What follows belongs to an exercise in optimizing a design on an open flow for small area; a production flow would make more cautious choices.
In this exercise RTL edits were held to simulation tests only and were not proved equivalent to the original.
No driver is modelled on the clock port, so clock power and skew are understated where the tree is cut down; a real chip needs a root buffer or a tree.

== v6 ==
==> flow/design.v (excerpt) <==
module update_flash (
	input	wire				sys_clk,
	input	wire				sys_rst_n,
	output	wire				flash_cs_n_o,
	output	reg				flash_sck_o,
	output	wire				flash_mosi_o,
	input	wire				flash_miso_i,
	input	wire				flash_erase_en_i,
	input	wire	[23:0]			flash_prog_size_i,
	output	wire				flash_erase_busy_o,
	input	wire				flash_wr_en_i,
	output	wire				flash_wr_ready_o,
	output	wire				flash_writing_o,
	input	wire	[7:0]			flash_wr_data_i,
	output	wire				flash_wr_req_o,
	input	wire				flash_wr_done_i
);
	parameter		BASEADDR	= 24'h0;
	reg	[1:0]			st;
	reg	[23:0]			progq;		 
	wire	[23:0]			prog_byte = ~progq;
	reg	[15:0]			tad;		 
	reg				tz;		 
	reg	[2:0]			dph;
	reg				op;		 
	reg				erase_done;
	reg	[3:0]			c4;
	reg	[8:0]			bx;
	reg				sbusy;		 
	reg				mosi;		 
	reg	[6:0]			sh;
	reg	[7:0]			wdat;
	wire		st_idle	= ( st == 2'b00 );
	wire		st_e	= st[1];
	wire		st_w	= ( st == 2'b01 );
	wire		d_idle	= ( dph == 3'd0 );
	wire		d_wait	= dph[0];
	wire		d_act	= !dph[0] && ( dph != 3'd0 );
	wire		c4_0	= ( c4 == 4'd0 );
	wire		c4_1	= ( c4 == 4'd1 );
	wire		c4_2	= ( c4 == 4'd2 );
	wire		ph4	= ( dph == 3'd4 );
	wire		ph6	= ( dph == 3'd6 );
	wire	[15:0]	tsrc	= { tad[15:8], tad[7:0] | { 8{ st_e } } };
	reg	[15:0]	tinc;
	reg	[23:0]	pnext;
	reg		cmp;
	reg		cy;
	integer		i;
	always @* begin
		cy = 1'b1;
		for ( i = 0; i < 16; i = i + 1 ) begin
			tinc[i] = tsrc[i] ^ cy;
  ...
==> module update_flash, before the edit <==
module update_flash (
	input	wire				sys_clk,
	input	wire				sys_rst_n,
	output	wire				flash_cs_n_o,
	output	reg				flash_sck_o,
	output	wire				flash_mosi_o,
	input	wire				flash_miso_i,
	input	wire				flash_erase_en_i,
	input	wire	[23:0]			flash_prog_size_i,
	output	wire				flash_erase_busy_o,
	input	wire				flash_wr_en_i,
	output	wire				flash_wr_ready_o,
	output	wire				flash_writing_o,
	input	wire	[7:0]			flash_wr_data_i,
	output	wire				flash_wr_req_o,
	input	wire				flash_wr_done_i
);
	parameter		BASEADDR	= 24'h0;
	reg	[1:0]			st;
	reg	[23:0]			progq;		 
	wire	[23:0]			prog_byte = ~progq;
	reg	[15:0]			tad;		 
	reg				tz;		 
	reg	[2:0]			dph;
	reg				op;		 
	reg				erase_done;
	reg	[3:0]			c4;
	reg	[8:0]			bx;
	reg				sbusy;		 
	reg				mosi;		 
	reg	[6:0]			sh;
	reg	[7:0]			wdat;
	wire		st_idle	= ( st == 2'b00 );
	wire		st_e	= st[1];
	wire		st_w	= ( st == 2'b01 );
	wire		d_idle	= ( dph == 3'd0 );
	wire		d_wait	= dph[0];
	wire		d_act	= !dph[0] && ( dph != 3'd0 );
	wire		c4_0	= ( c4 == 4'd0 );
	wire		c4_1	= ( c4 == 4'd1 );
	wire		c4_2	= ( c4 == 4'd2 );
	wire		ph4	= ( dph == 3'd4 );
	wire		ph6	= ( dph == 3'd6 );
	wire	[15:0]	tsrc	= { tad[15:8], tad[7:0] | { 8{ st_e } } };
	reg	[15:0]	tinc;
	reg	[23:0]	pnext;
	reg		cmp;
	reg		cy;
	integer		i;
	always @* begin
		cy = 1'b1;
		for ( i = 0; i < 16; i = i + 1 ) begin
			tinc[i] = tsrc[i] ^ cy;
			cy = cy && tsrc[i];
		end
		cmp = 1'b1;
		for ( i = 0; i < 16; i = i + 1 )
			cmp = cmp && !prog_byte[i];
		for ( i = 16; i < 24; i = i + 1 )
			cmp = ( tinc[i-8] && !prog_byte[i] ) || ( ( tinc[i-8] || !prog_byte[i] ) && cmp );
		cy = st_w && flash_wr_req_o;
		for ( i = 0; i < 24; i = i + 1 ) begin
			pnext[i] = prog_byte[i] ^ cy;
			cy = cy && !prog_byte[i];
		end
	end
	wire		pz	= ( prog_byte == 24'd0 );
	wire		ge	= tz ? pz : cmp;
	wire		erase_64k = ( st == 2'b10 ) && !ge;
	wire		to_write = st_e && ge && erase_done;
	wire		wr_en	= flash_wr_en_i && st_w;
	wire		req	= d_idle && ( erase_64k || wr_en );
	wire		more	= ph4 ? ( op ? bx[8] : !( bx[8] && !bx[7] ) ) : ( ph6 && sbusy );
	wire		w_end	= d_wait && ( c4 == ( dph == 3'd7 ? 4'd5 : 4'd7 ) );
	wire		w_start	= w_end && ( dph != 3'd7 );
	wire		a_start	= d_act && c4_0 && more;
	wire		a_end	= d_act && c4_0 && !more;
	wire		start	= w_start || a_start;
	wire		adv	= req || w_end || a_end;
	wire		data_byte = ph4 && !op && !bx[8];
	wire	[23:0]	faddr	= BASEADDR + { tad, 8'h00 };
	reg	[7:0]			ld;
	always @* begin
		if ( dph == 3'd2 )
			ld = 8'h06;
		else if ( ph6 )
			ld = 8'h05;
		else if ( bx[8] && bx[7] ) case ( bx[1:0] )
			2'd1:	 ld = op ? 8'hD8 : 8'h02;
			2'd2:	 ld = faddr[23:16];
			default: ld = faddr[15:8];
		endcase
		else if ( bx == 9'd0 )
			ld = faddr[7:0];
		else
			ld = wdat;
	end
	wire		shift	= c4[0] && ( d_act || ( d_wait && c4_1 ) );
	wire		load	= d_act && c4_1 && ( !ph6 || bx[1:0] == 2'd1 );
	assign	flash_mosi_o	= mosi;
	assign	flash_cs_n_o	= !( d_act || ( d_wait && c4_1 ) );
	assign	flash_wr_req_o	= data_byte && c4_1;
	assign	flash_erase_busy_o	= st_e;
	assign	flash_writing_o		= st_w;
	assign	flash_wr_ready_o	= st_w && d_idle;
always @ ( posedge sys_clk or negedge sys_rst_n ) begin
	if ( !sys_rst_n ) begin
		st <= 2'b00;
		dph <= 3'd0;
		op <= 1'b0;
		mosi <= 1'b1;
		flash_sck_o <= 1'b1;
	end else begin
		case ( st )
		2'b00:	 st <= flash_erase_en_i ? 2'b11 : 2'b00;
		2'b01:	 st <= ( pz || flash_wr_done_i ) ? 2'b00 : 2'b01;
		default: st <= to_write ? 2'b01 : 2'b10;
		endcase
		if ( adv )
			dph <= dph + 3'd1;
		if ( d_idle )
			op <= erase_64k;
		if ( load )
			mosi <= ld[7];
		else if ( shift )
			mosi <= sh[6];
		flash_sck_o <= d_act && !c4[0];
	end
end
always @ ( posedge sys_clk ) begin
	if ( req )
		tz <= 1'b0;
	else if ( st_idle || to_write )
		tz <= 1'b1;
	erase_done <= d_idle && op;
	sh <= ( {7{ load }} & ld[6:0] ) | ( {7{ !load && shift }} & { sh[5:0], 1'b1 } ) | ( {7{ !load && !shift }} & sh );
	if ( start )
		c4 <= 4'd1;
	else if ( d_idle )
		c4 <= 4'd6;
	else
		c4 <= c4 + 4'd1;
	if ( d_wait || d_idle )
		bx <= { 8'b11111110, start };
	else if ( start && !( ph6 && bx[1:0] == 2'd3 ) )
		bx <= bx + 9'd1;
	if ( !ph6 )
		sbusy <= 1'b1;
	else if ( c4_1 && bx[1:0] == 2'd3 )
		sbusy <= flash_miso_i;
	if ( data_byte && c4_2 )
		wdat <= flash_wr_data_i;
	progq <= ~( st_idle ? flash_prog_size_i : pnext );
	tad <= ( tad & {16{ !req }} ) | ( tinc & {16{ req && !tz }} );
end
endmodule
Settings: LEC_CHECK=0, CAP_MARGIN=20, CORE_MARGIN=2, CORE_UTILIZATION=75, SLEW_MARGIN=20; clock period 10.0 ns.
standard.sh (not shown) runs the stock make flow with config.mk's settings and CLKGATE_MAP_FILE= SYNTH_SCRIPT=/design/flow/synth_recipe.tcl, a recipe that flattens the netlist after the stock synthesis.
==> flow/flow/run.sh <==
#!/bin/bash
# Own layout flow: the standard ORFS flow (standard.sh, with its synthesis
# unchanged), with three changes to how the layout is made:
#  - after the floorplan, the combinational logic is re-mapped for area by
#    OpenROAD's restructure (flow/post_floorplan.tcl); registers are kept;
#  - the port buffers are the smallest buffer cell (buf_1) instead of the
#    cell buffer_ports picks by default;
#  - the clock tree is one buf_12 per quarter of the die,
#    driven by the clock port (flow/pre_cts.tcl), instead of TritonCTS's H-tree.
set -euo pipefail
here=$(pwd)
export MY_FLOW_WORK="$here"
export POST_FLOORPLAN_TCL="$here/flow/post_floorplan.tcl"
export BUFFER_PORTS_ARGS="-buffer_cell sky130_fd_sc_hd__buf_1"
export PRE_CTS_TCL="$here/flow/pre_cts.tcl"
export MY_CTS_CELL=sky130_fd_sc_hd__buf_12
export MY_CTS_NX=2
export MY_CTS_NY=2
bash standard.sh finish > "$here/standard_flow.log" 2>&1
Other scripts of this flow, unchanged in this note and not shown: flow/flow/filt_lib.py, flow/flow/post_floorplan.tcl, flow/flow/pre_cts.tcl
What v7 does differently from v6 at the input level:
--- a/flow/design.v
+++ b/flow/design.v
@@ -17,8 +17,7 @@
 );
 	parameter		BASEADDR	= 24'h0;
 	reg	[1:0]			st;
-	reg	[23:0]			progq;		 
-	wire	[23:0]			prog_byte = ~progq;
+	reg	[23:0]			prog_byte;
 	reg	[15:0]			tad;		 
 	reg				tz;		 
 	reg	[2:0]			dph;
@@ -150,7 +149,7 @@
 		sbusy <= flash_miso_i;
 	if ( data_byte && c4_2 )
 		wdat <= flash_wr_data_i;
-	progq <= ~( st_idle ? flash_prog_size_i : pnext );
+	prog_byte <= st_idle ? flash_prog_size_i : pnext;
 	tad <= ( tad & {16{ !req }} ) | ( tinc & {16{ req && !tz }} );
 end
 endmodule
==> comparison <==
- Compared with v6, v7 shows a sequential share of cell area that is 1.4 points lower.
- From v6 to v7 the numbers moved as follows: area added between synthesis and finish fell by 0.35 points, arrival time at the worst endpoint fell by 0.39 ns, met1 layer wirelength in the final routing fell by 0.95%, routed wire length fell by about 0.7%.
- In v7 the minimum clock period after layout turned out 0.39 ns lower than in v6.
- In the metrics for v6 and v7, the one carrying the lower net count after synthesis is v6.
- Comparing v6 and v7, the lower critical path depth is on v6.
- Core utilization: v7 higher than v6
- Max largest driver fanout on the critical path across v6 and v7: v6
- Relative to v6, via count increased by 3.2% in v7.
- Relative to v6, routability-driven placement congestion ratio increased by 1.8% in v7.
- Compared with v6, v7 shows a higher final area.
In every run of this note, the design's own scripts or RTL, not TritonCTS, make the clock network.

-- static timing again, ports no longer ideal --
No port has a modelled driver above. Below, the same layouts with a new extraction and two added sets of constraints. Step 1 (the two cells are an assumption about what drives the block):
set clk [get_ports {sys_clk}]
set_driving_cell -lib_cell sky130_fd_sc_hd__clkbuf_16 $clk
set_driving_cell -lib_cell sky130_fd_sc_hd__buf_2 [delete_from_list [all_inputs] $clk]
Step 2 moves the port delays by t, midway between the first and last clock arrival at a register: inputs arrive t later, outputs are due t later. That takes back most of the time a late clock gives input paths. Slacks: ideal / step 1 / step 2; pairs: ideal / step 1.
run	t, ns	slack for setup (ns)	worst hold slack (ns)
v6	0.210	4.507 / 4.507 / 4.507	0.497 / 0.497 / 0.497
v7	0.202	4.901 / 4.901 / 4.901	0.486 / 0.486 / 0.486
After both steps every run listed still meets setup and hold.
